Context: an optimization exercise on an open-source flow, tuned for small area and a short achievable clock period. The choices shown serve that exercise and are no tape-out recipe.
RTL that was checked went through simulation tests only; none was proved equivalent to the original.

== v6 ==
Design mac, start of the top module:
module mac(
    input [15:0] x1,
    input [15:0] x2,
    input clk,
    input rst,
    input en,
    output [39:0] y
    );
Size: roughly 72 flip-flops, ~9100 µm² of cells after synthesis.
==> flow/config.mk <==
export PLATFORM = sky130hd
export DESIGN_NAME = mac
export DESIGN_NICKNAME = mac
export VERILOG_FILES = /design/flow/design.v
export SDC_FILE = /design/flow/constraint.sdc
export NUM_CORES = 4
export LEC_CHECK = 0
export ABC_AREA = 1
export CAP_MARGIN = 20
export CORE_MARGIN = 2
export CORE_UTILIZATION = 60
export CTS_BUF_LIST = sky130_fd_sc_hd__clkbuf_4 sky130_fd_sc_hd__clkbuf_8
export SETUP_SLACK_MARGIN = 5
export SLEW_MARGIN = 20
export SYNTH_HIERARCHICAL = 1
==> flow/constraint.sdc <==
create_clock -name core_clock -period 12.0 [get_ports {clk}]
set_input_delay 2.4000 -clock core_clock [delete_from_list [all_inputs] [get_ports {clk}]]
set_output_delay 2.4000 -clock core_clock [all_outputs]
set_load 0.01 [all_outputs]
standard.sh (not shown) runs the stock make flow with config.mk's settings and CLKGATE_MAP_FILE= SYNTH_SCRIPT=/design/flow/synth_recipe.tcl, a recipe that flattens the netlist after the stock synthesis.
==> flow/flow/run.sh <==
#!/bin/bash
# The standard layout (standard.sh: ORFS synthesis to final layout) with a
# few extra ORFS settings; the clock, constraints and synthesis script are
# unchanged. Settings come from flow/params.sh:
#   MARGIN      setup slack that repair_timing aims for (ns)
#   PORTBUF     cell used to buffer every input and output port
#   EXTRA       further ORFS make variables
set -u
. flow/params.sh
bash standard.sh SETUP_SLACK_MARGIN=$MARGIN "BUFFER_PORTS_ARGS=-buffer_cell $PORTBUF" $EXTRA finish > standard.log 2>&1
==> flow/flow/params.sh <==
MARGIN=6.8
PORTBUF=sky130_fd_sc_hd__buf_1
EXTRA="ABC_LOAD_IN_FF=2"
Setup changes, v6 to v7
--- a/flow/design.v
+++ b/flow/design.v
@@ -511,13 +511,14 @@
 wire pp7_13 = (one7 & (x1[13] ^ neg7)) | (two7 & (x1[12] ^ neg7));
 wire pp7_14 = (one7 & (x1[14] ^ neg7)) | (two7 & (x1[13] ^ neg7));
 wire pp7_15 = (one7 & (x1[15] ^ neg7)) | (two7 & (x1[14] ^ neg7));
 wire pp7_16 = ~((one7 & (x1[15] ^ neg7)) | (two7 & (x1[15] ^ neg7)));
 wire s0n = ~pp0_16;
 wire [4:0] yi = y[18:14];
-wire [5:0] yinc = {1'b0, yi} + {5'b0, neg7};
+wire [5:0] yp1 = {1'b0, yi} + 6'd1;
+wire [5:0] yinc = neg7 ? yp1 : {1'b0, yi};
 ha_cell hs1 (.a(y[8]), .b(neg4), .s(s1), .co(c2));
 ha_cell hs3 (.a(y[9]), .b(pp0_9), .s(s3), .co(c4));
 fa_cell fs5 (.a(y[10]), .b(neg5), .c(pp0_10), .s(s5), .co(c6));
 ha_cell hs7 (.a(pp1_8), .b(pp2_6), .s(s7), .co(c8));
 fa_cell fs9 (.a(y[11]), .b(pp0_11), .c(pp1_9), .s(s9), .co(c10));
 ha_cell hs11 (.a(pp2_7), .b(pp3_5), .s(s11), .co(c12));
@@ -688,16 +689,60 @@
   end else begin
     S <= Sn;
     C <= Cn;
   end
 wire [39:0] ya = S[39:0], yb = {8'd0, C};
 wire [39:0] p0, g0;
-genvar gi;
-generate for (gi = 0; gi < 40; gi = gi + 1) begin : pg
-  ha_cell h (.a(ya[gi]), .b(yb[gi]), .s(p0[gi]), .co(g0[gi]));
-end endgenerate
+ha_cell pg0 (.a(ya[0]), .b(yb[0]), .s(p0[0]), .co(g0[0]));
+ha_cell pg1 (.a(ya[1]), .b(yb[1]), .s(p0[1]), .co(g0[1]));
+ha_cell pg2 (.a(ya[2]), .b(yb[2]), .s(p0[2]), .co(g0[2]));
+ha_cell pg3 (.a(ya[3]), .b(yb[3]), .s(p0[3]), .co(g0[3]));
+ha_cell pg4 (.a(ya[4]), .b(yb[4]), .s(p0[4]), .co(g0[4]));
+ha_cell pg5 (.a(ya[5]), .b(yb[5]), .s(p0[5]), .co(g0[5]));
+ha_cell pg6 (.a(ya[6]), .b(yb[6]), .s(p0[6]), .co(g0[6]));
+ha_cell pg7 (.a(ya[7]), .b(yb[7]), .s(p0[7]), .co(g0[7]));
+ha_cell pg8 (.a(ya[8]), .b(yb[8]), .s(p0[8]), .co(g0[8]));
+ha_cell pg9 (.a(ya[9]), .b(yb[9]), .s(p0[9]), .co(g0[9]));
+ha_cell pg10 (.a(ya[10]), .b(yb[10]), .s(p0[10]), .co(g0[10]));
+ha_cell pg11 (.a(ya[11]), .b(yb[11]), .s(p0[11]), .co(g0[11]));
+ha_cell pg12 (.a(ya[12]), .b(yb[12]), .s(p0[12]), .co(g0[12]));
+ha_cell pg13 (.a(ya[13]), .b(yb[13]), .s(p0[13]), .co(g0[13]));
+ha_cell pg14 (.a(ya[14]), .b(yb[14]), .s(p0[14]), .co(g0[14]));
+ha_cell pg15 (.a(ya[15]), .b(yb[15]), .s(p0[15]), .co(g0[15]));
+ha_cell pg16 (.a(ya[16]), .b(yb[16]), .s(p0[16]), .co(g0[16]));
+ha_cell pg17 (.a(ya[17]), .b(yb[17]), .s(p0[17]), .co(g0[17]));
+ha_cell pg18 (.a(ya[18]), .b(yb[18]), .s(p0[18]), .co(g0[18]));
+ha_cell pg19 (.a(ya[19]), .b(yb[19]), .s(p0[19]), .co(g0[19]));
+ha_cell pg20 (.a(ya[20]), .b(yb[20]), .s(p0[20]), .co(g0[20]));
+ha_cell pg21 (.a(ya[21]), .b(yb[21]), .s(p0[21]), .co(g0[21]));
+ha_cell pg22 (.a(ya[22]), .b(yb[22]), .s(p0[22]), .co(g0[22]));
+ha_cell pg23 (.a(ya[23]), .b(yb[23]), .s(p0[23]), .co(g0[23]));
+ha_cell pg24 (.a(ya[24]), .b(yb[24]), .s(p0[24]), .co(g0[24]));
+ha_cell pg25 (.a(ya[25]), .b(yb[25]), .s(p0[25]), .co(g0[25]));
+ha_cell pg26 (.a(ya[26]), .b(yb[26]), .s(p0[26]), .co(g0[26]));
+ha_cell pg27 (.a(ya[27]), .b(yb[27]), .s(p0[27]), .co(g0[27]));
+ha_cell pg28 (.a(ya[28]), .b(yb[28]), .s(p0[28]), .co(g0[28]));
+ha_cell pg29 (.a(ya[29]), .b(yb[29]), .s(p0[29]), .co(g0[29]));
+ha_cell pg30 (.a(ya[30]), .b(yb[30]), .s(p0[30]), .co(g0[30]));
+ha_cell pg31 (.a(ya[31]), .b(yb[31]), .s(p0[31]), .co(g0[31]));
+assign p0[32] = ya[32];
+assign g0[32] = 1'b0;
+assign p0[33] = ya[33];
+assign g0[33] = 1'b0;
+assign p0[34] = ya[34];
+assign g0[34] = 1'b0;
+assign p0[35] = ya[35];
+assign g0[35] = 1'b0;
+assign p0[36] = ya[36];
+assign g0[36] = 1'b0;
+assign p0[37] = ya[37];
+assign g0[37] = 1'b0;
+assign p0[38] = ya[38];
+assign g0[38] = 1'b0;
+assign p0[39] = ya[39];
+assign g0[39] = 1'b0;
 wire bg0_1 = g0[1] | (p0[1] & g0[0]);
 wire bp0_1 = p0[1] & p0[0];
 wire bg0_3 = g0[3] | (p0[3] & g0[2]);
 wire bp0_3 = p0[3] & p0[2];
 wire bg0_5 = g0[5] | (p0[5] & g0[4]);
 wire bp0_5 = p0[5] & p0[4];
- v7 went all the way through synthesis, placement and routing and the layout is clean on timing, DRC and antenna.
- v7 vs v6 — count of inserted tapcells dropped by a few percent
- v7 ends up with higher fraction of the cycle the final worst path needs than v6 does.
- Against v6, post-route minimum period in v7 came out worse.
- On number of antenna-violating nets in the routed design, v7 tracks v6 almost exactly.
- From v7 to v6, pin count of the biggest net entering global routing did not move at all.
- Cell depth of the worst setup path: v6 and v7 compared, lower one is v6
- On synthesized area, v6 loses to v7.
No functional check of the RTL was part of v6.

separate check: timing with driven ports:
The flow's constraints put no driver on any port. The routed layouts listed below were extracted and timed again, unchanged, in two steps.
Step 1, drivers: a clkbuf_16 drives clk and a buf_2 each remaining input, both assumed.
Step 2 adds t to the input delays and takes it off the output delays; t is the mean of the earliest and latest rising clock arrival at the registers after step 1. Input paths then give back, and output paths get back, about the clock's delay inside the block.
a / b / c = ideal ports / drivers / drivers and shift; a / b = the first two.
run	shift t [ns]	slack for setup (ns)	hold slack, ns	worst register clock-pin slew, ns	pins driven straight from the clock port
v6	0.419	6.819 / 6.810 / 6.420	0.627 / 0.627 / 0.627	0.08 / 0.08	1
v7	0.404	6.754 / 6.775 / 6.370	0.623 / 0.623 / 0.623	0.08 / 0.08	1
After both steps every run listed still meets setup and hold. For v6, which loses most, drivers alone change the setup slack by -0.009 ns; drivers and shift together by -0.399 ns.
